From an optimization exercise on the open Yosys and OpenROAD flow, aimed at small area; shortcuts taken in it are not production practice.
The RTL was checked by simulation tests, not by an equivalence proof against the original design.
Power figures rest on the tool's default switching activity, not on a simulated workload. No driver is modelled on the clock port, so clocking that relies on it looks cheaper here than on a real chip.

==> flow/design.v <==
module mac_o15 (
    input  [7:0]  a,
    input  [7:0]  w,
    input  [23:0] p,
    output        co,    
    output [15:0] y0
);
wire one0 = w[0];
wire two0 = w[1] & ~w[0];
wire neg0 = w[1];
wire one1, two1;
benc e1 (.hi(w[3]), .mid(w[2]), .lo(w[1]), .one(one1), .two(two1));
wire neg1 = w[3];
wire one2, two2;
benc e2 (.hi(w[5]), .mid(w[4]), .lo(w[3]), .one(one2), .two(two2));
wire neg2 = w[5];
wire one3, two3;
benc e3 (.hi(w[7]), .mid(w[6]), .lo(w[5]), .one(one3), .two(two3));
wire neg3 = w[7];
wire x0_0;
bpp0 p0_0 (.one(one0), .neg(neg0), .a1(a[0]), .x(x0_0));
wire x0_1;
bpp p0_1 (.one(one0), .two(two0), .neg(neg0), .a1(a[1]), .a0(a[0]), .x(x0_1));
wire x0_2;
bpp p0_2 (.one(one0), .two(two0), .neg(neg0), .a1(a[2]), .a0(a[1]), .x(x0_2));
wire x0_3;
bpp p0_3 (.one(one0), .two(two0), .neg(neg0), .a1(a[3]), .a0(a[2]), .x(x0_3));
wire x0_4;
bpp p0_4 (.one(one0), .two(two0), .neg(neg0), .a1(a[4]), .a0(a[3]), .x(x0_4));
wire x0_5;
bpp p0_5 (.one(one0), .two(two0), .neg(neg0), .a1(a[5]), .a0(a[4]), .x(x0_5));
wire x0_6;
bpp p0_6 (.one(one0), .two(two0), .neg(neg0), .a1(a[6]), .a0(a[5]), .x(x0_6));
wire x0_7;
bpp p0_7 (.one(one0), .two(two0), .neg(neg0), .a1(a[7]), .a0(a[6]), .x(x0_7));
wire x0_8;
bpp8 p0_8 (.one(one0), .two(two0), .neg(neg0), .a1(a[7]), .x(x0_8));
wire x1_0;
bpp0 p1_0 (.one(one1), .neg(neg1), .a1(a[0]), .x(x1_0));
wire x1_1;
bpp p1_1 (.one(one1), .two(two1), .neg(neg1), .a1(a[1]), .a0(a[0]), .x(x1_1));
wire x1_2;
bpp p1_2 (.one(one1), .two(two1), .neg(neg1), .a1(a[2]), .a0(a[1]), .x(x1_2));
wire x1_3;
bpp p1_3 (.one(one1), .two(two1), .neg(neg1), .a1(a[3]), .a0(a[2]), .x(x1_3));
wire x1_4;
bpp p1_4 (.one(one1), .two(two1), .neg(neg1), .a1(a[4]), .a0(a[3]), .x(x1_4));
wire x1_5;
bpp p1_5 (.one(one1), .two(two1), .neg(neg1), .a1(a[5]), .a0(a[4]), .x(x1_5));
wire x1_6;
bpp p1_6 (.one(one1), .two(two1), .neg(neg1), .a1(a[6]), .a0(a[5]), .x(x1_6));
wire x1_7;
bpp p1_7 (.one(one1), .two(two1), .neg(neg1), .a1(a[7]), .a0(a[6]), .x(x1_7));
wire x1_8;
bpp8 p1_8 (.one(one1), .two(two1), .neg(neg1), .a1(a[7]), .x(x1_8));
wire x2_0;
bpp0 p2_0 (.one(one2), .neg(neg2), .a1(a[0]), .x(x2_0));
wire x2_1;
bpp p2_1 (.one(one2), .two(two2), .neg(neg2), .a1(a[1]), .a0(a[0]), .x(x2_1));
wire x2_2;
bpp p2_2 (.one(one2), .two(two2), .neg(neg2), .a1(a[2]), .a0(a[1]), .x(x2_2));
wire x2_3;
bpp p2_3 (.one(one2), .two(two2), .neg(neg2), .a1(a[3]), .a0(a[2]), .x(x2_3));
wire x2_4;
bpp p2_4 (.one(one2), .two(two2), .neg(neg2), .a1(a[4]), .a0(a[3]), .x(x2_4));
wire x2_5;
bpp p2_5 (.one(one2), .two(two2), .neg(neg2), .a1(a[5]), .a0(a[4]), .x(x2_5));
wire x2_6;
bpp p2_6 (.one(one2), .two(two2), .neg(neg2), .a1(a[6]), .a0(a[5]), .x(x2_6));
wire x2_7;
bpp p2_7 (.one(one2), .two(two2), .neg(neg2), .a1(a[7]), .a0(a[6]), .x(x2_7));
wire x2_8;
bpp8 p2_8 (.one(one2), .two(two2), .neg(neg2), .a1(a[7]), .x(x2_8));
wire x3_0;
bpp0 p3_0 (.one(one3), .neg(neg3), .a1(a[0]), .x(x3_0));
wire x3_1;
bpp p3_1 (.one(one3), .two(two3), .neg(neg3), .a1(a[1]), .a0(a[0]), .x(x3_1));
wire x3_2;
bpp p3_2 (.one(one3), .two(two3), .neg(neg3), .a1(a[2]), .a0(a[1]), .x(x3_2));
wire x3_3;
bpp p3_3 (.one(one3), .two(two3), .neg(neg3), .a1(a[3]), .a0(a[2]), .x(x3_3));
wire x3_4;
bpp p3_4 (.one(one3), .two(two3), .neg(neg3), .a1(a[4]), .a0(a[3]), .x(x3_4));
wire x3_5;
bpp p3_5 (.one(one3), .two(two3), .neg(neg3), .a1(a[5]), .a0(a[4]), .x(x3_5));
wire x3_6;
bpp p3_6 (.one(one3), .two(two3), .neg(neg3), .a1(a[6]), .a0(a[5]), .x(x3_6));
wire x3_7;
bpp p3_7 (.one(one3), .two(two3), .neg(neg3), .a1(a[7]), .a0(a[6]), .x(x3_7));
wire x3_8;
bpp8 p3_8 (.one(one3), .two(two3), .neg(neg3), .a1(a[7]), .x(x3_8));
wire c0;
fa u0 (.a(neg0), .b(p[0]), .ci(x0_0), .s(y0[0]), .co(c0));
wire c1;
fa u1 (.a(p[1]), .b(x0_1), .ci(c0), .s(y0[1]), .co(c1));
wire s2, c2;
fa u2 (.a(neg1), .b(p[2]), .ci(x0_2), .s(s2), .co(c2));
wire c3;
fa u3 (.a(x1_0), .b(s2), .ci(c1), .s(y0[2]), .co(c3));
wire s4, c4;
fa u4 (.a(p[3]), .b(x0_3), .ci(x1_1), .s(s4), .co(c4));
wire c5;
fa u5 (.a(c2), .b(s4), .ci(c3), .s(y0[3]), .co(c5));
wire s6, c6;
fa u6 (.a(neg2), .b(p[4]), .ci(x0_4), .s(s6), .co(c6));
wire s7, c7;
fa u7 (.a(x1_2), .b(x2_0), .ci(c4), .s(s7), .co(c7));
wire c8;
fa u8 (.a(s6), .b(s7), .ci(c5), .s(y0[4]), .co(c8));
wire s9, c9;
fa u9 (.a(p[5]), .b(x0_5), .ci(x1_3), .s(s9), .co(c9));
wire s10, c10;
fa u10 (.a(x2_1), .b(c6), .ci(s9), .s(s10), .co(c10));
wire c11;
fa u11 (.a(c7), .b(s10), .ci(c8), .s(y0[5]), .co(c11));
wire s12, c12;
fa u12 (.a(neg3), .b(p[6]), .ci(x0_6), .s(s12), .co(c12));
wire s13, c13;
fa u13 (.a(x1_4), .b(x2_2), .ci(x3_0), .s(s13), .co(c13));
wire s14, c14;
fa u14 (.a(c9), .b(s12), .ci(s13), .s(s14), .co(c14));
wire c15;
fa u15 (.a(c10), .b(s14), .ci(c11), .s(y0[6]), .co(c15));
wire s16, c16;
fa u16 (.a(p[7]), .b(x0_7), .ci(x1_5), .s(s16), .co(c16));
wire s17, c17;
fa u17 (.a(x2_3), .b(x3_1), .ci(c12), .s(s17), .co(c17));
wire s18, c18;
fa u18 (.a(c13), .b(s16), .ci(c14), .s(s18), .co(c18));
wire c19;
fa u19 (.a(s17), .b(s18), .ci(c15), .s(y0[7]), .co(c19));
wire s20, c20;
fa u20 (.a(p[8]), .b(x0_8), .ci(x1_6), .s(s20), .co(c20));
wire s21, c21;
fa u21 (.a(x2_4), .b(x3_2), .ci(c16), .s(s21), .co(c21));
wire s22, c22;
fa u22 (.a(s20), .b(c17), .ci(s21), .s(s22), .co(c22));
wire c23;
fa u23 (.a(c18), .b(s22), .ci(c19), .s(y0[8]), .co(c23));
wire s24, c24;
fa u24 (.a(p[9]), .b(x1_7), .ci(x2_5), .s(s24), .co(c24));
wire s25, c25;
fa u25 (.a(x3_3), .b(c20), .ci(s24), .s(s25), .co(c25));
wire s26, c26;
fa u26 (.a(c21), .b(s25), .ci(c22), .s(s26), .co(c26));
wire c27;
ha u27 (.a(s26), .b(c23), .s(y0[9]), .co(c27));
wire s28, c28;
fa u28 (.a(p[10]), .b(x1_8), .ci(x2_6), .s(s28), .co(c28));
wire s29, c29;
fa u29 (.a(x3_4), .b(c24), .ci(s28), .s(s29), .co(c29));
wire s30, c30;
fa u30 (.a(c25), .b(s29), .ci(c26), .s(s30), .co(c30));
wire c31;
ha u31 (.a(s30), .b(c27), .s(y0[10]), .co(c31));
wire s32, c32;
fa u32 (.a(p[11]), .b(x2_7), .ci(x3_5), .s(s32), .co(c32));
wire s33, c33;
fa u33 (.a(c28), .b(s32), .ci(c29), .s(s33), .co(c33));
wire c34;
fa u34 (.a(s33), .b(c30), .ci(c31), .s(y0[11]), .co(c34));
wire s35, c35;
fa u35 (.a(p[12]), .b(x2_8), .ci(x3_6), .s(s35), .co(c35));
wire s36, c36;
fa u36 (.a(c32), .b(s35), .ci(c33), .s(s36), .co(c36));
wire c37;
ha u37 (.a(s36), .b(c34), .s(y0[12]), .co(c37));
wire s38, c38;
fa u38 (.a(p[13]), .b(x3_7), .ci(c35), .s(s38), .co(c38));
wire c39;
fa u39 (.a(s38), .b(c36), .ci(c37), .s(y0[13]), .co(c39));
wire s40, c40;
fa u40 (.a(p[14]), .b(x3_8), .ci(c38), .s(s40), .co(c40));
wire c41;
ha u41 (.a(s40), .b(c39), .s(y0[14]), .co(c41));
fa u42 (.a(p[15]), .b(c40), .ci(c41), .s(y0[15]), .co(co));
endmodule
module mac_o16_i16 (
    input  [7:0]  a,
    input  [7:0]  w,
    input         ci,    
    input  [23:0] p,
    output        co,    
    output [16:0] y0
);
wire one0 = w[0];
wire two0 = w[1] & ~w[0];
wire neg0 = w[1];
wire one1, two1;
benc e1 (.hi(w[3]), .mid(w[2]), .lo(w[1]), .one(one1), .two(two1));
wire neg1 = w[3];
wire one2, two2;
benc e2 (.hi(w[5]), .mid(w[4]), .lo(w[3]), .one(one2), .two(two2));
wire neg2 = w[5];
wire one3, two3;
benc e3 (.hi(w[7]), .mid(w[6]), .lo(w[5]), .one(one3), .two(two3));
wire neg3 = w[7];
wire x0_0;
bpp0 p0_0 (.one(one0), .neg(neg0), .a1(a[0]), .x(x0_0));
wire x0_1;
bpp p0_1 (.one(one0), .two(two0), .neg(neg0), .a1(a[1]), .a0(a[0]), .x(x0_1));
wire x0_2;
bpp p0_2 (.one(one0), .two(two0), .neg(neg0), .a1(a[2]), .a0(a[1]), .x(x0_2));
wire x0_3;
bpp p0_3 (.one(one0), .two(two0), .neg(neg0), .a1(a[3]), .a0(a[2]), .x(x0_3));
wire x0_4;
bpp p0_4 (.one(one0), .two(two0), .neg(neg0), .a1(a[4]), .a0(a[3]), .x(x0_4));
wire x0_5;
bpp p0_5 (.one(one0), .two(two0), .neg(neg0), .a1(a[5]), .a0(a[4]), .x(x0_5));
wire x0_6;
bpp p0_6 (.one(one0), .two(two0), .neg(neg0), .a1(a[6]), .a0(a[5]), .x(x0_6));
wire x0_7;
bpp p0_7 (.one(one0), .two(two0), .neg(neg0), .a1(a[7]), .a0(a[6]), .x(x0_7));
wire x0_8;
bpp8 p0_8 (.one(one0), .two(two0), .neg(neg0), .a1(a[7]), .x(x0_8));
wire x1_0;
bpp0 p1_0 (.one(one1), .neg(neg1), .a1(a[0]), .x(x1_0));
wire x1_1;
bpp p1_1 (.one(one1), .two(two1), .neg(neg1), .a1(a[1]), .a0(a[0]), .x(x1_1));
wire x1_2;
bpp p1_2 (.one(one1), .two(two1), .neg(neg1), .a1(a[2]), .a0(a[1]), .x(x1_2));
wire x1_3;
bpp p1_3 (.one(one1), .two(two1), .neg(neg1), .a1(a[3]), .a0(a[2]), .x(x1_3));
wire x1_4;
bpp p1_4 (.one(one1), .two(two1), .neg(neg1), .a1(a[4]), .a0(a[3]), .x(x1_4));
wire x1_5;
bpp p1_5 (.one(one1), .two(two1), .neg(neg1), .a1(a[5]), .a0(a[4]), .x(x1_5));
wire x1_6;
bpp p1_6 (.one(one1), .two(two1), .neg(neg1), .a1(a[6]), .a0(a[5]), .x(x1_6));
wire x1_7;
bpp p1_7 (.one(one1), .two(two1), .neg(neg1), .a1(a[7]), .a0(a[6]), .x(x1_7));
wire x1_8;
bpp8 p1_8 (.one(one1), .two(two1), .neg(neg1), .a1(a[7]), .x(x1_8));
wire x2_0;
bpp0 p2_0 (.one(one2), .neg(neg2), .a1(a[0]), .x(x2_0));
wire x2_1;
bpp p2_1 (.one(one2), .two(two2), .neg(neg2), .a1(a[1]), .a0(a[0]), .x(x2_1));
wire x2_2;
bpp p2_2 (.one(one2), .two(two2), .neg(neg2), .a1(a[2]), .a0(a[1]), .x(x2_2));
wire x2_3;
bpp p2_3 (.one(one2), .two(two2), .neg(neg2), .a1(a[3]), .a0(a[2]), .x(x2_3));
wire x2_4;
bpp p2_4 (.one(one2), .two(two2), .neg(neg2), .a1(a[4]), .a0(a[3]), .x(x2_4));
wire x2_5;
bpp p2_5 (.one(one2), .two(two2), .neg(neg2), .a1(a[5]), .a0(a[4]), .x(x2_5));
wire x2_6;
bpp p2_6 (.one(one2), .two(two2), .neg(neg2), .a1(a[6]), .a0(a[5]), .x(x2_6));
wire x2_7;
bpp p2_7 (.one(one2), .two(two2), .neg(neg2), .a1(a[7]), .a0(a[6]), .x(x2_7));
wire x2_8;
bpp8 p2_8 (.one(one2), .two(two2), .neg(neg2), .a1(a[7]), .x(x2_8));
wire x3_0;
bpp0 p3_0 (.one(one3), .neg(neg3), .a1(a[0]), .x(x3_0));
wire x3_1;
bpp p3_1 (.one(one3), .two(two3), .neg(neg3), .a1(a[1]), .a0(a[0]), .x(x3_1));
wire x3_2;
bpp p3_2 (.one(one3), .two(two3), .neg(neg3), .a1(a[2]), .a0(a[1]), .x(x3_2));
wire x3_3;
bpp p3_3 (.one(one3), .two(two3), .neg(neg3), .a1(a[3]), .a0(a[2]), .x(x3_3));
wire x3_4;
bpp p3_4 (.one(one3), .two(two3), .neg(neg3), .a1(a[4]), .a0(a[3]), .x(x3_4));
wire x3_5;
bpp p3_5 (.one(one3), .two(two3), .neg(neg3), .a1(a[5]), .a0(a[4]), .x(x3_5));
wire x3_6;
bpp p3_6 (.one(one3), .two(two3), .neg(neg3), .a1(a[6]), .a0(a[5]), .x(x3_6));
wire x3_7;
bpp p3_7 (.one(one3), .two(two3), .neg(neg3), .a1(a[7]), .a0(a[6]), .x(x3_7));
wire x3_8;
bpp8 p3_8 (.one(one3), .two(two3), .neg(neg3), .a1(a[7]), .x(x3_8));
wire c0;
fa u0 (.a(neg0), .b(p[0]), .ci(x0_0), .s(y0[0]), .co(c0));
wire c1;
fa u1 (.a(p[1]), .b(x0_1), .ci(c0), .s(y0[1]), .co(c1));
wire s2, c2;
fa u2 (.a(neg1), .b(p[2]), .ci(x0_2), .s(s2), .co(c2));
wire c3;
fa u3 (.a(x1_0), .b(s2), .ci(c1), .s(y0[2]), .co(c3));
wire s4, c4;
fa u4 (.a(p[3]), .b(x0_3), .ci(x1_1), .s(s4), .co(c4));
wire c5;
fa u5 (.a(c2), .b(s4), .ci(c3), .s(y0[3]), .co(c5));
wire s6, c6;
fa u6 (.a(neg2), .b(p[4]), .ci(x0_4), .s(s6), .co(c6));
wire s7, c7;
fa u7 (.a(x1_2), .b(x2_0), .ci(c4), .s(s7), .co(c7));
wire c8;
fa u8 (.a(s6), .b(s7), .ci(c5), .s(y0[4]), .co(c8));
wire s9, c9;
fa u9 (.a(p[5]), .b(x0_5), .ci(x1_3), .s(s9), .co(c9));
wire s10, c10;
fa u10 (.a(x2_1), .b(c6), .ci(s9), .s(s10), .co(c10));
wire c11;
fa u11 (.a(c7), .b(s10), .ci(c8), .s(y0[5]), .co(c11));
wire s12, c12;
fa u12 (.a(neg3), .b(p[6]), .ci(x0_6), .s(s12), .co(c12));
wire s13, c13;
fa u13 (.a(x1_4), .b(x2_2), .ci(x3_0), .s(s13), .co(c13));
wire s14, c14;
fa u14 (.a(c9), .b(s12), .ci(s13), .s(s14), .co(c14));
wire c15;
fa u15 (.a(c10), .b(s14), .ci(c11), .s(y0[6]), .co(c15));
wire s16, c16;
fa u16 (.a(p[7]), .b(x0_7), .ci(x1_5), .s(s16), .co(c16));
wire s17, c17;
fa u17 (.a(x2_3), .b(x3_1), .ci(c12), .s(s17), .co(c17));
wire s18, c18;
fa u18 (.a(c13), .b(s16), .ci(c14), .s(s18), .co(c18));
wire c19;
fa u19 (.a(s17), .b(s18), .ci(c15), .s(y0[7]), .co(c19));
wire s20, c20;
fa u20 (.a(p[8]), .b(x0_8), .ci(x1_6), .s(s20), .co(c20));
wire s21, c21;
fa u21 (.a(x2_4), .b(x3_2), .ci(c16), .s(s21), .co(c21));
wire s22, c22;
fa u22 (.a(s20), .b(c17), .ci(s21), .s(s22), .co(c22));
wire c23;
fa u23 (.a(c18), .b(s22), .ci(c19), .s(y0[8]), .co(c23));
wire s24, c24;
fa u24 (.a(p[9]), .b(x1_7), .ci(x2_5), .s(s24), .co(c24));
wire s25, c25;
fa u25 (.a(x3_3), .b(c20), .ci(s24), .s(s25), .co(c25));
wire s26, c26;
fa u26 (.a(c21), .b(s25), .ci(c22), .s(s26), .co(c26));
wire c27;
ha u27 (.a(s26), .b(c23), .s(y0[9]), .co(c27));
wire s28, c28;
fa u28 (.a(p[10]), .b(x1_8), .ci(x2_6), .s(s28), .co(c28));
wire s29, c29;
fa u29 (.a(x3_4), .b(c24), .ci(s28), .s(s29), .co(c29));
wire s30, c30;
fa u30 (.a(c25), .b(s29), .ci(c26), .s(s30), .co(c30));
wire c31;
ha u31 (.a(s30), .b(c27), .s(y0[10]), .co(c31));
wire s32, c32;
fa u32 (.a(p[11]), .b(x2_7), .ci(x3_5), .s(s32), .co(c32));
wire s33, c33;
fa u33 (.a(c28), .b(s32), .ci(c29), .s(s33), .co(c33));
wire c34;
fa u34 (.a(s33), .b(c30), .ci(c31), .s(y0[11]), .co(c34));
wire s35, c35;
fa u35 (.a(p[12]), .b(x2_8), .ci(x3_6), .s(s35), .co(c35));
wire s36, c36;
fa u36 (.a(c32), .b(s35), .ci(c33), .s(s36), .co(c36));
wire c37;
ha u37 (.a(s36), .b(c34), .s(y0[12]), .co(c37));
wire s38, c38;
fa u38 (.a(p[13]), .b(x3_7), .ci(c35), .s(s38), .co(c38));
wire c39;
fa u39 (.a(s38), .b(c36), .ci(c37), .s(y0[13]), .co(c39));
wire s40, c40;
fa u40 (.a(p[14]), .b(x3_8), .ci(c38), .s(s40), .co(c40));
wire c41;
ha u41 (.a(s40), .b(c39), .s(y0[14]), .co(c41));
wire c42;
fa u42 (.a(p[15]), .b(c40), .ci(c41), .s(y0[15]), .co(c42));
fa u43 (.a(p[16]), .b(ci), .ci(c42), .s(y0[16]), .co(co));
endmodule
module mac_o15_i17 (
    input  [7:0]  a,
    input  [7:0]  w,
    input         ci,    
    input  [23:0] p,
    output        co,    
    output [15:0] y0,
    output [23:17] y1
);
wire one0 = w[0];
wire two0 = w[1] & ~w[0];
wire neg0 = w[1];
wire one1, two1;
benc e1 (.hi(w[3]), .mid(w[2]), .lo(w[1]), .one(one1), .two(two1));
wire neg1 = w[3];
wire one2, two2;
benc e2 (.hi(w[5]), .mid(w[4]), .lo(w[3]), .one(one2), .two(two2));
wire neg2 = w[5];
wire one3, two3;
benc e3 (.hi(w[7]), .mid(w[6]), .lo(w[5]), .one(one3), .two(two3));
wire neg3 = w[7];
wire x0_0;
bpp0 p0_0 (.one(one0), .neg(neg0), .a1(a[0]), .x(x0_0));
wire x0_1;
bpp p0_1 (.one(one0), .two(two0), .neg(neg0), .a1(a[1]), .a0(a[0]), .x(x0_1));
wire x0_2;
bpp p0_2 (.one(one0), .two(two0), .neg(neg0), .a1(a[2]), .a0(a[1]), .x(x0_2));
wire x0_3;
bpp p0_3 (.one(one0), .two(two0), .neg(neg0), .a1(a[3]), .a0(a[2]), .x(x0_3));
wire x0_4;
bpp p0_4 (.one(one0), .two(two0), .neg(neg0), .a1(a[4]), .a0(a[3]), .x(x0_4));
wire x0_5;
bpp p0_5 (.one(one0), .two(two0), .neg(neg0), .a1(a[5]), .a0(a[4]), .x(x0_5));
wire x0_6;
bpp p0_6 (.one(one0), .two(two0), .neg(neg0), .a1(a[6]), .a0(a[5]), .x(x0_6));
wire x0_7;
bpp p0_7 (.one(one0), .two(two0), .neg(neg0), .a1(a[7]), .a0(a[6]), .x(x0_7));
wire x0_8;
bpp8 p0_8 (.one(one0), .two(two0), .neg(neg0), .a1(a[7]), .x(x0_8));
wire x1_0;
bpp0 p1_0 (.one(one1), .neg(neg1), .a1(a[0]), .x(x1_0));
wire x1_1;
bpp p1_1 (.one(one1), .two(two1), .neg(neg1), .a1(a[1]), .a0(a[0]), .x(x1_1));
wire x1_2;
bpp p1_2 (.one(one1), .two(two1), .neg(neg1), .a1(a[2]), .a0(a[1]), .x(x1_2));
wire x1_3;
bpp p1_3 (.one(one1), .two(two1), .neg(neg1), .a1(a[3]), .a0(a[2]), .x(x1_3));
wire x1_4;
bpp p1_4 (.one(one1), .two(two1), .neg(neg1), .a1(a[4]), .a0(a[3]), .x(x1_4));
wire x1_5;
bpp p1_5 (.one(one1), .two(two1), .neg(neg1), .a1(a[5]), .a0(a[4]), .x(x1_5));
wire x1_6;
bpp p1_6 (.one(one1), .two(two1), .neg(neg1), .a1(a[6]), .a0(a[5]), .x(x1_6));
wire x1_7;
bpp p1_7 (.one(one1), .two(two1), .neg(neg1), .a1(a[7]), .a0(a[6]), .x(x1_7));
wire x1_8;
bpp8 p1_8 (.one(one1), .two(two1), .neg(neg1), .a1(a[7]), .x(x1_8));
wire x2_0;
bpp0 p2_0 (.one(one2), .neg(neg2), .a1(a[0]), .x(x2_0));
wire x2_1;
bpp p2_1 (.one(one2), .two(two2), .neg(neg2), .a1(a[1]), .a0(a[0]), .x(x2_1));
wire x2_2;
bpp p2_2 (.one(one2), .two(two2), .neg(neg2), .a1(a[2]), .a0(a[1]), .x(x2_2));
wire x2_3;
bpp p2_3 (.one(one2), .two(two2), .neg(neg2), .a1(a[3]), .a0(a[2]), .x(x2_3));
wire x2_4;
bpp p2_4 (.one(one2), .two(two2), .neg(neg2), .a1(a[4]), .a0(a[3]), .x(x2_4));
wire x2_5;
bpp p2_5 (.one(one2), .two(two2), .neg(neg2), .a1(a[5]), .a0(a[4]), .x(x2_5));
wire x2_6;
bpp p2_6 (.one(one2), .two(two2), .neg(neg2), .a1(a[6]), .a0(a[5]), .x(x2_6));
wire x2_7;
bpp p2_7 (.one(one2), .two(two2), .neg(neg2), .a1(a[7]), .a0(a[6]), .x(x2_7));
wire x2_8;
bpp8 p2_8 (.one(one2), .two(two2), .neg(neg2), .a1(a[7]), .x(x2_8));
wire x3_0;
bpp0 p3_0 (.one(one3), .neg(neg3), .a1(a[0]), .x(x3_0));
wire x3_1;
bpp p3_1 (.one(one3), .two(two3), .neg(neg3), .a1(a[1]), .a0(a[0]), .x(x3_1));
wire x3_2;
bpp p3_2 (.one(one3), .two(two3), .neg(neg3), .a1(a[2]), .a0(a[1]), .x(x3_2));
wire x3_3;
bpp p3_3 (.one(one3), .two(two3), .neg(neg3), .a1(a[3]), .a0(a[2]), .x(x3_3));
wire x3_4;
bpp p3_4 (.one(one3), .two(two3), .neg(neg3), .a1(a[4]), .a0(a[3]), .x(x3_4));
wire x3_5;
bpp p3_5 (.one(one3), .two(two3), .neg(neg3), .a1(a[5]), .a0(a[4]), .x(x3_5));
wire x3_6;
bpp p3_6 (.one(one3), .two(two3), .neg(neg3), .a1(a[6]), .a0(a[5]), .x(x3_6));
wire x3_7;
bpp p3_7 (.one(one3), .two(two3), .neg(neg3), .a1(a[7]), .a0(a[6]), .x(x3_7));
wire x3_8;
bpp8 p3_8 (.one(one3), .two(two3), .neg(neg3), .a1(a[7]), .x(x3_8));
wire c0;
fa u0 (.a(neg0), .b(p[0]), .ci(x0_0), .s(y0[0]), .co(c0));
wire c1;
fa u1 (.a(p[1]), .b(x0_1), .ci(c0), .s(y0[1]), .co(c1));
wire s2, c2;
fa u2 (.a(neg1), .b(p[2]), .ci(x0_2), .s(s2), .co(c2));
wire c3;
fa u3 (.a(x1_0), .b(s2), .ci(c1), .s(y0[2]), .co(c3));
wire s4, c4;
fa u4 (.a(p[3]), .b(x0_3), .ci(x1_1), .s(s4), .co(c4));
wire c5;
fa u5 (.a(c2), .b(s4), .ci(c3), .s(y0[3]), .co(c5));
wire s6, c6;
fa u6 (.a(neg2), .b(p[4]), .ci(x0_4), .s(s6), .co(c6));
wire s7, c7;
fa u7 (.a(x1_2), .b(x2_0), .ci(c4), .s(s7), .co(c7));
wire c8;
fa u8 (.a(s6), .b(s7), .ci(c5), .s(y0[4]), .co(c8));
wire s9, c9;
fa u9 (.a(p[5]), .b(x0_5), .ci(x1_3), .s(s9), .co(c9));
wire s10, c10;
fa u10 (.a(x2_1), .b(c6), .ci(s9), .s(s10), .co(c10));
wire c11;
fa u11 (.a(c7), .b(s10), .ci(c8), .s(y0[5]), .co(c11));
wire s12, c12;
fa u12 (.a(neg3), .b(p[6]), .ci(x0_6), .s(s12), .co(c12));
wire s13, c13;
fa u13 (.a(x1_4), .b(x2_2), .ci(x3_0), .s(s13), .co(c13));
wire s14, c14;
fa u14 (.a(c9), .b(s12), .ci(s13), .s(s14), .co(c14));
wire c15;
fa u15 (.a(c10), .b(s14), .ci(c11), .s(y0[6]), .co(c15));
wire s16, c16;
fa u16 (.a(p[7]), .b(x0_7), .ci(x1_5), .s(s16), .co(c16));
wire s17, c17;
fa u17 (.a(x2_3), .b(x3_1), .ci(c12), .s(s17), .co(c17));
wire s18, c18;
fa u18 (.a(c13), .b(s16), .ci(c14), .s(s18), .co(c18));
wire c19;
fa u19 (.a(s17), .b(s18), .ci(c15), .s(y0[7]), .co(c19));
wire s20, c20;
fa u20 (.a(p[8]), .b(x0_8), .ci(x1_6), .s(s20), .co(c20));
wire s21, c21;
fa u21 (.a(x2_4), .b(x3_2), .ci(c16), .s(s21), .co(c21));
wire s22, c22;
fa u22 (.a(s20), .b(c17), .ci(s21), .s(s22), .co(c22));
wire c23;
fa u23 (.a(c18), .b(s22), .ci(c19), .s(y0[8]), .co(c23));
wire s24, c24;
fa u24 (.a(p[9]), .b(x1_7), .ci(x2_5), .s(s24), .co(c24));
wire s25, c25;
fa u25 (.a(x3_3), .b(c20), .ci(s24), .s(s25), .co(c25));
wire s26, c26;
fa u26 (.a(c21), .b(s25), .ci(c22), .s(s26), .co(c26));
wire c27;
ha u27 (.a(s26), .b(c23), .s(y0[9]), .co(c27));
wire s28, c28;
fa u28 (.a(p[10]), .b(x1_8), .ci(x2_6), .s(s28), .co(c28));
wire s29, c29;
fa u29 (.a(x3_4), .b(c24), .ci(s28), .s(s29), .co(c29));
wire s30, c30;
fa u30 (.a(c25), .b(s29), .ci(c26), .s(s30), .co(c30));
wire c31;
ha u31 (.a(s30), .b(c27), .s(y0[10]), .co(c31));
wire s32, c32;
fa u32 (.a(p[11]), .b(x2_7), .ci(x3_5), .s(s32), .co(c32));
wire s33, c33;
fa u33 (.a(c28), .b(s32), .ci(c29), .s(s33), .co(c33));
wire c34;
fa u34 (.a(s33), .b(c30), .ci(c31), .s(y0[11]), .co(c34));
wire s35, c35;
fa u35 (.a(p[12]), .b(x2_8), .ci(x3_6), .s(s35), .co(c35));
wire s36, c36;
fa u36 (.a(c32), .b(s35), .ci(c33), .s(s36), .co(c36));
wire c37;
ha u37 (.a(s36), .b(c34), .s(y0[12]), .co(c37));
wire s38, c38;
fa u38 (.a(p[13]), .b(x3_7), .ci(c35), .s(s38), .co(c38));
wire c39;
fa u39 (.a(s38), .b(c36), .ci(c37), .s(y0[13]), .co(c39));
wire s40, c40;
fa u40 (.a(p[14]), .b(x3_8), .ci(c38), .s(s40), .co(c40));
wire c41;
ha u41 (.a(s40), .b(c39), .s(y0[14]), .co(c41));
fa u42 (.a(p[15]), .b(c40), .ci(c41), .s(y0[15]), .co(co));
wire c43;
ha u43 (.a(p[17]), .b(ci), .s(y1[17]), .co(c43));
wire c44;
ha u44 (.a(p[18]), .b(c43), .s(y1[18]), .co(c44));
wire c45;
ha u45 (.a(p[19]), .b(c44), .s(y1[19]), .co(c45));
wire c46;
ha u46 (.a(p[20]), .b(c45), .s(y1[20]), .co(c46));
wire c47;
ha u47 (.a(p[21]), .b(c46), .s(y1[21]), .co(c47));
wire c48;
ha u48 (.a(p[22]), .b(c47), .s(y1[22]), .co(c48));
wire s49 = p[23] ^ c48;
assign y1[23] = s49;   
endmodule
module mac_i16_k (
    input  [7:0]  a,
    input  [7:0]  w,
    input         ci,    
    input  [23:0] p,
    output [23:0] y0
);
wire one0 = w[0];
wire two0 = w[1] & ~w[0];
wire neg0 = w[1];
wire one1, two1;
benc e1 (.hi(w[3]), .mid(w[2]), .lo(w[1]), .one(one1), .two(two1));
wire neg1 = w[3];
wire one2, two2;
benc e2 (.hi(w[5]), .mid(w[4]), .lo(w[3]), .one(one2), .two(two2));
wire neg2 = w[5];
wire one3, two3;
benc e3 (.hi(w[7]), .mid(w[6]), .lo(w[5]), .one(one3), .two(two3));
wire neg3 = w[7];
wire x0_0;
bpp0 p0_0 (.one(one0), .neg(neg0), .a1(a[0]), .x(x0_0));
wire x0_1;
bpp p0_1 (.one(one0), .two(two0), .neg(neg0), .a1(a[1]), .a0(a[0]), .x(x0_1));
wire x0_2;
bpp p0_2 (.one(one0), .two(two0), .neg(neg0), .a1(a[2]), .a0(a[1]), .x(x0_2));
wire x0_3;
bpp p0_3 (.one(one0), .two(two0), .neg(neg0), .a1(a[3]), .a0(a[2]), .x(x0_3));
wire x0_4;
bpp p0_4 (.one(one0), .two(two0), .neg(neg0), .a1(a[4]), .a0(a[3]), .x(x0_4));
wire x0_5;
bpp p0_5 (.one(one0), .two(two0), .neg(neg0), .a1(a[5]), .a0(a[4]), .x(x0_5));
wire x0_6;
bpp p0_6 (.one(one0), .two(two0), .neg(neg0), .a1(a[6]), .a0(a[5]), .x(x0_6));
wire x0_7;
bpp p0_7 (.one(one0), .two(two0), .neg(neg0), .a1(a[7]), .a0(a[6]), .x(x0_7));
wire x0_8;
bpp8 p0_8 (.one(one0), .two(two0), .neg(neg0), .a1(a[7]), .x(x0_8));
wire x1_0;
bpp0 p1_0 (.one(one1), .neg(neg1), .a1(a[0]), .x(x1_0));
wire x1_1;
bpp p1_1 (.one(one1), .two(two1), .neg(neg1), .a1(a[1]), .a0(a[0]), .x(x1_1));
wire x1_2;
bpp p1_2 (.one(one1), .two(two1), .neg(neg1), .a1(a[2]), .a0(a[1]), .x(x1_2));
wire x1_3;
bpp p1_3 (.one(one1), .two(two1), .neg(neg1), .a1(a[3]), .a0(a[2]), .x(x1_3));
wire x1_4;
bpp p1_4 (.one(one1), .two(two1), .neg(neg1), .a1(a[4]), .a0(a[3]), .x(x1_4));
wire x1_5;
bpp p1_5 (.one(one1), .two(two1), .neg(neg1), .a1(a[5]), .a0(a[4]), .x(x1_5));
wire x1_6;
bpp p1_6 (.one(one1), .two(two1), .neg(neg1), .a1(a[6]), .a0(a[5]), .x(x1_6));
wire x1_7;
bpp p1_7 (.one(one1), .two(two1), .neg(neg1), .a1(a[7]), .a0(a[6]), .x(x1_7));
wire x1_8;
bpp8 p1_8 (.one(one1), .two(two1), .neg(neg1), .a1(a[7]), .x(x1_8));
wire x2_0;
bpp0 p2_0 (.one(one2), .neg(neg2), .a1(a[0]), .x(x2_0));
wire x2_1;
bpp p2_1 (.one(one2), .two(two2), .neg(neg2), .a1(a[1]), .a0(a[0]), .x(x2_1));
wire x2_2;
bpp p2_2 (.one(one2), .two(two2), .neg(neg2), .a1(a[2]), .a0(a[1]), .x(x2_2));
wire x2_3;
bpp p2_3 (.one(one2), .two(two2), .neg(neg2), .a1(a[3]), .a0(a[2]), .x(x2_3));
wire x2_4;
bpp p2_4 (.one(one2), .two(two2), .neg(neg2), .a1(a[4]), .a0(a[3]), .x(x2_4));
wire x2_5;
bpp p2_5 (.one(one2), .two(two2), .neg(neg2), .a1(a[5]), .a0(a[4]), .x(x2_5));
wire x2_6;
bpp p2_6 (.one(one2), .two(two2), .neg(neg2), .a1(a[6]), .a0(a[5]), .x(x2_6));
wire x2_7;
bpp p2_7 (.one(one2), .two(two2), .neg(neg2), .a1(a[7]), .a0(a[6]), .x(x2_7));
wire x2_8;
bpp8 p2_8 (.one(one2), .two(two2), .neg(neg2), .a1(a[7]), .x(x2_8));
wire x3_0;
bpp0 p3_0 (.one(one3), .neg(neg3), .a1(a[0]), .x(x3_0));
wire x3_1;
bpp p3_1 (.one(one3), .two(two3), .neg(neg3), .a1(a[1]), .a0(a[0]), .x(x3_1));
wire x3_2;
bpp p3_2 (.one(one3), .two(two3), .neg(neg3), .a1(a[2]), .a0(a[1]), .x(x3_2));
wire x3_3;
bpp p3_3 (.one(one3), .two(two3), .neg(neg3), .a1(a[3]), .a0(a[2]), .x(x3_3));
wire x3_4;
bpp p3_4 (.one(one3), .two(two3), .neg(neg3), .a1(a[4]), .a0(a[3]), .x(x3_4));
wire x3_5;
bpp p3_5 (.one(one3), .two(two3), .neg(neg3), .a1(a[5]), .a0(a[4]), .x(x3_5));
wire x3_6;
bpp p3_6 (.one(one3), .two(two3), .neg(neg3), .a1(a[6]), .a0(a[5]), .x(x3_6));
wire x3_7;
bpp p3_7 (.one(one3), .two(two3), .neg(neg3), .a1(a[7]), .a0(a[6]), .x(x3_7));
wire x3_8;
bpp8 p3_8 (.one(one3), .two(two3), .neg(neg3), .a1(a[7]), .x(x3_8));
wire c0;
fa u0 (.a(neg0), .b(p[0]), .ci(x0_0), .s(y0[0]), .co(c0));
wire c1;
fa u1 (.a(p[1]), .b(x0_1), .ci(c0), .s(y0[1]), .co(c1));
wire s2, c2;
fa u2 (.a(neg1), .b(p[2]), .ci(x0_2), .s(s2), .co(c2));
wire c3;
fa u3 (.a(x1_0), .b(s2), .ci(c1), .s(y0[2]), .co(c3));
wire s4, c4;
fa u4 (.a(p[3]), .b(x0_3), .ci(x1_1), .s(s4), .co(c4));
wire c5;
fa u5 (.a(c2), .b(s4), .ci(c3), .s(y0[3]), .co(c5));
wire s6, c6;
fa u6 (.a(neg2), .b(p[4]), .ci(x0_4), .s(s6), .co(c6));
wire s7, c7;
fa u7 (.a(x1_2), .b(x2_0), .ci(c4), .s(s7), .co(c7));
wire c8;
fa u8 (.a(s6), .b(s7), .ci(c5), .s(y0[4]), .co(c8));
wire s9, c9;
fa u9 (.a(p[5]), .b(x0_5), .ci(x1_3), .s(s9), .co(c9));
wire s10, c10;
fa u10 (.a(x2_1), .b(c6), .ci(s9), .s(s10), .co(c10));
wire c11;
fa u11 (.a(c7), .b(s10), .ci(c8), .s(y0[5]), .co(c11));
wire s12, c12;
fa u12 (.a(neg3), .b(p[6]), .ci(x0_6), .s(s12), .co(c12));
wire s13, c13;
fa u13 (.a(x1_4), .b(x2_2), .ci(x3_0), .s(s13), .co(c13));
wire s14, c14;
fa u14 (.a(c9), .b(s12), .ci(s13), .s(s14), .co(c14));
wire c15;
fa u15 (.a(c10), .b(s14), .ci(c11), .s(y0[6]), .co(c15));
wire s16, c16;
fa u16 (.a(p[7]), .b(x0_7), .ci(x1_5), .s(s16), .co(c16));
wire s17, c17;
fa u17 (.a(x2_3), .b(x3_1), .ci(c12), .s(s17), .co(c17));
wire s18, c18;
fa u18 (.a(c13), .b(s16), .ci(c14), .s(s18), .co(c18));
wire c19;
fa u19 (.a(s17), .b(s18), .ci(c15), .s(y0[7]), .co(c19));
wire s20, c20;
fa u20 (.a(p[8]), .b(x0_8), .ci(x1_6), .s(s20), .co(c20));
wire s21, c21;
fa u21 (.a(x2_4), .b(x3_2), .ci(c16), .s(s21), .co(c21));
wire s22, c22;
fa u22 (.a(s20), .b(c17), .ci(s21), .s(s22), .co(c22));
wire c23;
fa u23 (.a(c18), .b(s22), .ci(c19), .s(y0[8]), .co(c23));
wire s24, c24;
fa u24 (.a(p[9]), .b(x1_7), .ci(x2_5), .s(s24), .co(c24));
wire s25, c25;
fa u25 (.a(x3_3), .b(c20), .ci(s24), .s(s25), .co(c25));
wire s26, c26;
fa u26 (.a(c21), .b(s25), .ci(c22), .s(s26), .co(c26));
wire c27;
ha u27 (.a(s26), .b(c23), .s(y0[9]), .co(c27));
wire s28, c28;
fa u28 (.a(p[10]), .b(x1_8), .ci(x2_6), .s(s28), .co(c28));
wire s29, c29;
fa u29 (.a(x3_4), .b(c24), .ci(s28), .s(s29), .co(c29));
wire s30, c30;
fa u30 (.a(c25), .b(s29), .ci(c26), .s(s30), .co(c30));
wire c31;
ha u31 (.a(s30), .b(c27), .s(y0[10]), .co(c31));
wire s32 = ~(p[11] ^ x2_7);
wire c32 = p[11] | x2_7;
wire s33, c33;
fa u33 (.a(x3_5), .b(s32), .ci(c28), .s(s33), .co(c33));
wire s34, c34;
fa u34 (.a(c29), .b(s33), .ci(c30), .s(s34), .co(c34));
wire c35;
ha u35 (.a(s34), .b(c31), .s(y0[11]), .co(c35));
wire s36 = ~(p[12] ^ x2_8);
wire c36 = p[12] | x2_8;
wire s37, c37;
fa u37 (.a(x3_6), .b(c32), .ci(s36), .s(s37), .co(c37));
wire s38, c38;
fa u38 (.a(s37), .b(c33), .ci(c34), .s(s38), .co(c38));
wire c39;
ha u39 (.a(s38), .b(c35), .s(y0[12]), .co(c39));
wire s40, c40;
fa u40 (.a(p[13]), .b(x3_7), .ci(c36), .s(s40), .co(c40));
wire s41, c41;
fa u41 (.a(c37), .b(s40), .ci(c38), .s(s41), .co(c41));
wire c42;
ha u42 (.a(s41), .b(c39), .s(y0[13]), .co(c42));
wire s43 = ~(p[14] ^ x3_8);
wire c43 = p[14] | x3_8;
wire s44, c44;
fa u44 (.a(s43), .b(c40), .ci(c41), .s(s44), .co(c44));
wire c45;
ha u45 (.a(s44), .b(c42), .s(y0[14]), .co(c45));
wire s46, c46;
fa u46 (.a(p[15]), .b(c43), .ci(c44), .s(s46), .co(c46));
wire c47;
ha u47 (.a(s46), .b(c45), .s(y0[15]), .co(c47));
wire s48 = ~(p[16] ^ ci);
wire c48 = p[16] | ci;
wire c49;
fa u49 (.a(s48), .b(c46), .ci(c47), .s(y0[16]), .co(c49));
wire c50;
fa u50 (.a(p[17]), .b(c48), .ci(c49), .s(y0[17]), .co(c50));
wire s51 = ~(p[18] ^ c50);
wire c51 = p[18] | c50;
assign y0[18] = s51;   
wire s52 = ~(p[19] ^ c51);
wire c52 = p[19] | c51;
assign y0[19] = s52;   
wire s53 = ~(p[20] ^ c52);
wire c53 = p[20] | c52;
assign y0[20] = s53;   
wire s54 = ~(p[21] ^ c53);
wire c54 = p[21] | c53;
assign y0[21] = s54;   
wire s55 = ~(p[22] ^ c54);
wire c55 = p[22] | c54;
assign y0[22] = s55;   
wire s56 = ~(p[23] ^ c55);
wire c56 = p[23] | c55;
assign y0[23] = s56;   
endmodule
module fa (input a, input b, input ci, output s, output co);
assign s = a ^ b ^ ci;
assign co = (a & b) | (a & ci) | (b & ci);
endmodule
module ha (input a, input b, output s, output co);
assign s = a ^ b;
assign co = a & b;
endmodule
module benc (input hi, input mid, input lo, output one, output two);
assign one = mid ^ lo;
assign two = (hi & ~mid & ~lo) | (~hi & mid & lo);
endmodule
module bpp (input one, input two, input neg, input a1, input a0, output x);
assign x = ((one & a1) | (two & a0)) ^ neg;
endmodule
module bpp0 (input one, input neg, input a1, output x);
assign x = (one & a1) ^ neg;
endmodule
module bpp8 (input one, input two, input neg, input a1, output x);
assign x = ~(((one | two) & a1) ^ neg);
endmodule
module systolic(
    input CLK,
    input [8*8-1:0] i_Data_I_In,
    input [4*8-1:0] i_Data_W_In,
    input [4-1:0] i_EN_W_In,
    input [3-1:0] i_EN_ID_In,
    input [4*24-1:0] i_Psum_In,
    output [4*24-1:0] o_Psum_Out,
    input  [4*16-1:0] i_Addr_P_In,
    input  [4*1-1:0] i_Valid_P_In,
    output [4*16-1:0] o_Addr_P_Out,
    output [4*1-1:0] o_Valid_P_Out
);
reg [8*8*3-1:0]  i_q;     
reg [8*7*4-1:0]  w_q;     
reg [7*4-1:0]    e_q;     
reg [3*7-1:0]    id_q;    
reg [8*8*4-1:0]  wb_q;    
reg [24*8*4-1:0] p_q;     
reg [16*8*4-1:0] a_q;     
reg [8*4-1:0]    v_q;     
reg [8*4-1:0]    d_q;     
genvar c, r;
generate
    for (r = 0; r < 8 - 1; r = r + 1) begin : idp
        if (r == 0) begin : g0
            always @(posedge CLK) id_q[2:0] <= i_EN_ID_In;
        end else begin : gn
            always @(posedge CLK) id_q[3*r +: 3] <= id_q[3*(r-1) +: 3];
        end
    end
    for (c = 0; c < 4; c = c + 1) begin : col
        for (r = 0; r < 8; r = r + 1) begin : row
            wire [7:0]  a_in;
            wire [7:0]  w_in;
            wire        e_in;
            wire [2:0]  id_in;
            wire [23:0] p_in;
            wire [15:0] ad_in;
            wire        v_in;
            wire [23:0] sum;
            if (c == 0) begin : g_a0
                assign a_in = i_Data_I_In[8*r +: 8];
            end else begin : g_an
                assign a_in = i_q[8*(8*(c-1)+r) +: 8];
            end
            if (r == 0) begin : g_r0
                assign w_in  = i_Data_W_In[8*c +: 8];
                assign e_in  = i_EN_W_In[c];
                assign id_in = i_EN_ID_In;
                assign p_in  = i_Psum_In[24*c +: 24];
                assign ad_in = i_Addr_P_In[16*c +: 16];
                assign v_in  = i_Valid_P_In[c];
            end else begin : g_rn
                assign w_in  = w_q[8*(7*c+r-1) +: 8];
                assign e_in  = e_q[7*c+r-1];
                assign id_in = id_q[3*(r-1) +: 3];
                assign p_in  = p_q[24*(8*c+r-1) +: 24];
                assign ad_in = a_q[16*(8*c+r-1) +: 16];
                assign v_in  = v_q[8*c+r-1];
            end
            if (r == 0) begin : g_m0
                wire co;
                mac_o15 u_mac (.a(a_in), .w(wb_q[8*(8*c+r) +: 8]), .p(p_in), .co(co), .y0(sum[15:0]));
                always @(posedge CLK) d_q[8*c+r] <= co;
                assign sum[23:16] = p_in[23:16];
            end
            if (r == 1) begin : g_m1
                wire co;
                mac_o16_i16 u_mac (.a(a_in), .w(wb_q[8*(8*c+r) +: 8]), .p(p_in), .ci(d_q[8*c+r-1]), .co(co), .y0(sum[16:0]));
                always @(posedge CLK) d_q[8*c+r] <= co;
                assign sum[23:17] = p_in[23:17];
            end
            if (r == 2) begin : g_m2
                wire co;
                mac_o15_i17 u_mac (.a(a_in), .w(wb_q[8*(8*c+r) +: 8]), .p(p_in), .ci(d_q[8*c+r-1]), .co(co), .y0(sum[15:0]), .y1(sum[23:17]));
                always @(posedge CLK) d_q[8*c+r] <= co;
                assign sum[16:16] = p_in[16:16];
            end
            if (r == 3) begin : g_m3
                wire co;
                mac_o16_i16 u_mac (.a(a_in), .w(wb_q[8*(8*c+r) +: 8]), .p(p_in), .ci(d_q[8*c+r-1]), .co(co), .y0(sum[16:0]));
                always @(posedge CLK) d_q[8*c+r] <= co;
                assign sum[23:17] = p_in[23:17];
            end
            if (r == 4) begin : g_m4
                wire co;
                mac_o15_i17 u_mac (.a(a_in), .w(wb_q[8*(8*c+r) +: 8]), .p(p_in), .ci(d_q[8*c+r-1]), .co(co), .y0(sum[15:0]), .y1(sum[23:17]));
                always @(posedge CLK) d_q[8*c+r] <= co;
                assign sum[16:16] = p_in[16:16];
            end
            if (r == 5) begin : g_m5
                wire co;
                mac_o16_i16 u_mac (.a(a_in), .w(wb_q[8*(8*c+r) +: 8]), .p(p_in), .ci(d_q[8*c+r-1]), .co(co), .y0(sum[16:0]));
                always @(posedge CLK) d_q[8*c+r] <= co;
                assign sum[23:17] = p_in[23:17];
            end
            if (r == 6) begin : g_m6
                wire co;
                mac_o15_i17 u_mac (.a(a_in), .w(wb_q[8*(8*c+r) +: 8]), .p(p_in), .ci(d_q[8*c+r-1]), .co(co), .y0(sum[15:0]), .y1(sum[23:17]));
                always @(posedge CLK) d_q[8*c+r] <= co;
                assign sum[16:16] = p_in[16:16];
            end
            if (r == 7) begin : g_m7
                mac_i16_k u_mac (.a(a_in), .w(wb_q[8*(8*c+r) +: 8]), .p(p_in), .ci(d_q[8*c+r-1]), .y0(sum[23:0]));
            end
            if (r < 8 - 1) begin : g_wp
                always @(posedge CLK) begin
                    w_q[8*(7*c+r) +: 8] <= w_in;
                    e_q[7*c+r] <= e_in;
                end
            end
            if (c < 4 - 1) begin : g_i
                always @(posedge CLK) i_q[8*(8*c+r) +: 8] <= a_in;
            end
            always @(posedge CLK) begin
                if (e_in && (id_in == r))
                    wb_q[8*(8*c+r) +: 8] <= w_in;
                p_q[24*(8*c+r) +: 24] <= sum;
                a_q[16*(8*c+r) +: 16] <= ad_in;
                v_q[8*c+r] <= v_in;
            end
        end
        assign o_Psum_Out[24*c +: 24]  = p_q[24*(8*c+7) +: 24];
        assign o_Addr_P_Out[16*c +: 16] = a_q[16*(8*c+7) +: 16];
        assign o_Valid_P_Out[c]         = v_q[8*c+7];
    end
endgenerate
endmodule
==> flow/flow/run.sh <==
#!/bin/bash
# Own layout flow: the standard synthesis, then area recovery on its netlist
# (flow/downsize.py puts combinational cells that abc sized up back to drive 1;
# registers are untouched), then the standard layout from floorplan to finish,
# with a clock tree built from larger sink clusters and without dummy loads, and drive-1 port buffers.
# Each step writes its full output to its own log file in this folder.
set -euo pipefail
R=orfs/results/$FLOW_PLATFORM/systolic/base
bash standard.sh synth > synth.log 2>&1
python3 flow/downsize.py $R/1_2_yosys.v \
  $FLOW_HOME/platforms/$FLOW_PLATFORM/lib/sky130_fd_sc_hd__tt_025C_1v80.lib > downsize.log 2>&1
rm -f $R/1_synth.odb
bash standard.sh \
  CTS_ARGS="-sink_clustering_enable -repair_clock_nets -dont_use_dummy_load -sink_clustering_size 32 -sink_clustering_max_diameter 140" \
  BUFFER_PORTS_ARGS="-buffer_cell sky130_fd_sc_hd__buf_1" \
  finish > layout.log 2>&1
==> flow/flow/downsize.py <==
#!/usr/bin/env python3
"""Area recovery on the synthesised netlist: every combinational cell that abc
sized up (drive strength 2 or more) goes back to its drive-1 variant when the
library has one.  Flip-flops, buffers and adder cells are left as they are; the
layout's own repair steps size cells up again where timing needs it."""
import re
import sys

net, lib = sys.argv[1], sys.argv[2]
cells = set(re.findall(r'cell\s*\(\s*"?(sky130_fd_sc_hd__\w+?)"?\s*\)', open(lib).read()))
keep = re.compile(r"sky130_fd_sc_hd__(df|edf|sdf|dl|buf|clk|fa_|ha_|conb|tap|fill|decap|diode)")
text = open(net).read()
count = {}


def sub(m):
    name = m.group(0)
    if keep.match(name):
        return name
    base, drive = m.group(1), m.group(2)
    small = f"{base}_1"
    if drive not in ("1", "0") and small in cells:
        count[name] = count.get(name, 0) + 1
        return small
    return name


text = re.sub(r"\b(sky130_fd_sc_hd__\w+?)_(\d+)\b", sub, text)
open(net, "w").write(text)
for k, v in sorted(count.items()):
    print(f"{k} -> _1: {v}")
==> flow/standard.sh <==
#!/bin/bash
# synth_recipe.tcl (not shown) runs the flow's synth.tcl, then flattens the netlist and writes it again
# the make line also repeats each setting of config.mk as NAME=value (left out here)
make -C /OpenROAD-flow-scripts/flow DESIGN_CONFIG=/design/flow/config.mk WORK_HOME=/design/flow/orfs CLKGATE_MAP_FILE= SYNTH_SCRIPT=/design/flow/synth_recipe.tcl "${@:-finish}"
==> flow/config.mk <==
export PLATFORM = sky130hd
export DESIGN_NAME = systolic
export DESIGN_NICKNAME = systolic
export VERILOG_FILES = /design/flow/design.v
export SDC_FILE = /design/flow/constraint.sdc
export NUM_CORES = 4
export LEC_CHECK = 0
export CAP_MARGIN = 20
export CORE_MARGIN = 2
export CORE_UTILIZATION = 55
export GPL_TIMING_DRIVEN = 0
export PLACE_DENSITY = 0.7
export SLEW_MARGIN = 20
export SYNTH_HIERARCHICAL = 1
export SYNTH_MINIMUM_KEEP_SIZE = 0
==> flow/constraint.sdc <==
create_clock -name core_clock -period 8.0 [get_ports {CLK}]
set_input_delay 1.6000 -clock core_clock [delete_from_list [all_inputs] [get_ports {CLK}]]
set_output_delay 1.6000 -clock core_clock [all_outputs]
set_load 0.01 [all_outputs]
==> impl_metrics.py <==
metrics = {
    "status": {
        "status": "finished clean",
    },
    "yosys": {
        "yosysWarnings": 7,
        "netlist_area_um2": 94400,
        "postSynthAreaPerCell_um2": 14.41,
        "synth_fp_nets": 8329,
        "netlist_instances": 6549,
    },
    "clock_network": {
        "cts_sinks": 2061,
        "cts_tree": "built",
        "cts.clk_slew.worst_paths_ns": 0.10,
        "ctsHoldBuffers": 0,
        "h-tree-depth": 3,
        "cts_buffer_depth": 3,
        "cts_made_buffers": 74,
        "clock-root-buffer": "clkbuf_16",
        "clkLatencyLatePin_ns": 0.75,
    },
    "routing": {
        "drtPass1Iterations": 5,
        "drc": 0,
        "drt_iter0_markers": 2473,
        "totalWireLength_um": 172500,
        "postRouteAntennaNets": 0,
        "via_count": 49450,
        "vias_per_cell": 5.293,
        "post_drt_wl_per_cell_um": 18.46,
    },
    "timing": {
        "slew_headroom": 0.4659,
        "rsz0062_at_grt": "yes",
        "clock.fmax_ghz": 0.1293,
        "final.setup.worst_slack_ns": 0.2666,
        "fin_tns_setup_ns": 0,
        "hold_viol_final": 0,
        "fin_crit_ns": 7.733,
        "slew_violations": 0,
        "tightestPinTransition_ns": 0.7984,
        "finalCritPeriodShare": 0.9667,
        "fin_skew_ns": 0.06363,
        "hold_slack_ns": 0.2806,
        "setup_viol": 0,
    },
    "final_layout": {
        "regArea_um2": 43820,
        "postLayoutCellArea_um2": 101200,
        "nFillCells": 13620,
        "multi_input_area_um2": 49560,
        "final_util": 0.5920,
        "final_nets": 8889,
        "drive_gt1_frac": 0.03630,
        "final_cells": 9343,
        "area_delta_synth_final_pct": 7.213,
    },
    "setup_path": {
        "worstPathRequired_ns": 8.68,
        "critPathKind": "input port to register",
        "critPathMaxFanout": 9,
        "critPathCaptureType": "register",
        "startpoint_type": "input port",
        "crit_arrival_ns": 8.42,
    },
    "grt": {
        "grt_pass1_vias": 51900,
        "grt_usage": 0.1990,
        "antenna_found_initial": 3,
        "grt_pass1_wl_um": 279900,
        "grt_max_degree": 33,
        "overflow": 0,
    },
    "placed_design": {
        "place_congestion": 0.8978,
        "placed_cells": 9218,
        "place.detailed.hpwl_um": 137000,
        "pre_cts_slack_ns": -0.9232,
        "dpl-instance-area_um2": 98890,
        "port_buffers": 431,
    },
    "pwr": {
        "cellLeakagePower_nw": 37.99,
        "pwr-share-seq": 0.421,
        "power_per_cell_area_nw_per_um2": 344.4,
        "p_sw_mw": 12.33,
        "p_int_mw": 22.53,
        "switching_share": 0.3536,
        "ir_drop_mv": 0.2127,
        "pwr-share-clk": 0.131,
        "p_total_mw": 34.86,
        "combPwrFrac": 0.448,
    },
    "floorplan": {
        "die_h_um": 418.3,
        "coreArea_um2": 171000,
        "die_area_um2": 175000,
        "initial_utilization": 0.5521,
        "row_count": 152,
        "io_pins": 432,
        "dieWidth_um": 418.3,
    },
    "flow_run": {
        "cap_viol_max_count": 0,
    },
    "min_path": {
        "hold_path_class": "register to register",
    },
}
[sequential cells by signal, indices dropped and copies added (netlist names)]
register / cells
id_q: 21
d_q: 28
e_q: 28
a_q: 512
p_q: 768
wb_q: 256
i_q: 192
v_q: 32
w_q: 224
[area by class of cell]
cell class,instances,area share
multi-input cells,4280,0.4897
plain buffers,100,0.007417
well taps,2233,0.02761
clock buffers,74,0.01830
inverters,108,0.004005
flip-flops and latches,2061,0.4330
repair buffers,484,0.01993
diodes,3,0.00007417
[critical path: stages]
cell and delay [ns]:
buf_1 0.37, a22oi_1 0.15, xnor2_1 0.17, fa_1 0.41
fa_1 0.46, fa_1 0.40, fa_1 0.39, fa_1 0.39
fa_1 0.39, fa_1 0.39, fa_1 0.38, fa_1 0.39
fa_1 0.44, ha_1 0.24, fa_2 0.43, fa_1 0.38
inv_1 0.06, ha_1 0.13, ha_1 0.14, ha_1 0.14
ha_1 0.14, ha_1 0.16, xor2_1 0.14, buf_4 0.12
[cells in the final DEF, fill, tap and decap left out, drive strengths merged]
cell type and count:
a22oi 896, xnor2 1024, nor4bb 2, diode 3, buf 579, nand2b 96, fa 1264, ha 248
o21ai 128, and4bb 10, and4 4, nand2 224, o22ai 96, dfxtp 1805, nor4b 4, edfxtp 256
and4b 12, clkbuf 79, xor2 240, nor2b 32, inv 108
[final timing paths]
check                      startpoint               end  slack (ns)  cells after the start
setup / recovery      i_Data_I_In[60]  p_q[191]$_DFF_P_        0.27                     24
hold / removal         a_q[1]$_DFF_P_   a_q[17]$_DFF_P_        0.28                      0
setup reg to reg  wb_q[121]$_DFFE_PP_  p_q[383]$_DFF_P_        0.28                     24
hold reg to reg        a_q[1]$_DFF_P_   a_q[17]$_DFF_P_        0.28                      0
[power by group through the flow]
stage	logic (mW)	registers (mW)	clock network (mW)
floorplan	11.1	14.6	0
global placement	15.4	14.9	0
detailed placement	15.9	15.0	0
CTS	16.2	14.7	4.78
global route	18.9	14.9	5.14
finish	15.6	14.7	4.56
[timing repair]
item,4_1_cts,5_1_grt
resized for setup,3,23
setup buffers,22,26
pin swaps,0,1
endpoints found under the setup margin,9,12
[layer usage]
metal | wire, µm | track usage | vias to the layer above
met5 | 14 | 0 | -
met4 | 2591 | 0.04179 | 2
met3 | 7981 | 0.02162 | 154
met2 | 82330 | 0.3317 | 1084
met1 | 79540 | 0.2834 | 24910
li1 | - | - | 23300

==> what the ideal ports hide <==
In the flow no input, the clock included, has a driving cell. The finished layout below was timed again as built, in two steps.
Step 1: set_driving_cell puts a clkbuf_16 on CLK and a buf_2 on each other input, an assumption about the parent block.
Step 2 times the ports against the registers' clock, not the clock port: input delays grow and output delays shrink by t, the midpoint of the rising clock arrivals with the driver on.
a / b / c = ideal ports / drivers / drivers and shift; a / b = the first two.
shift t [ns]: 0.792
setup WS [ns]: 0.267 / 0.281 / -0.493
worst setup path at the end: input to register
latest minus earliest clock arrival (ns): 0.103 / 0.103
Met with ideal ports but missed after step 2: setup timing in this run. For this run, drivers alone change the setup slack by +0.014 ns; drivers and shift together by -0.760 ns.
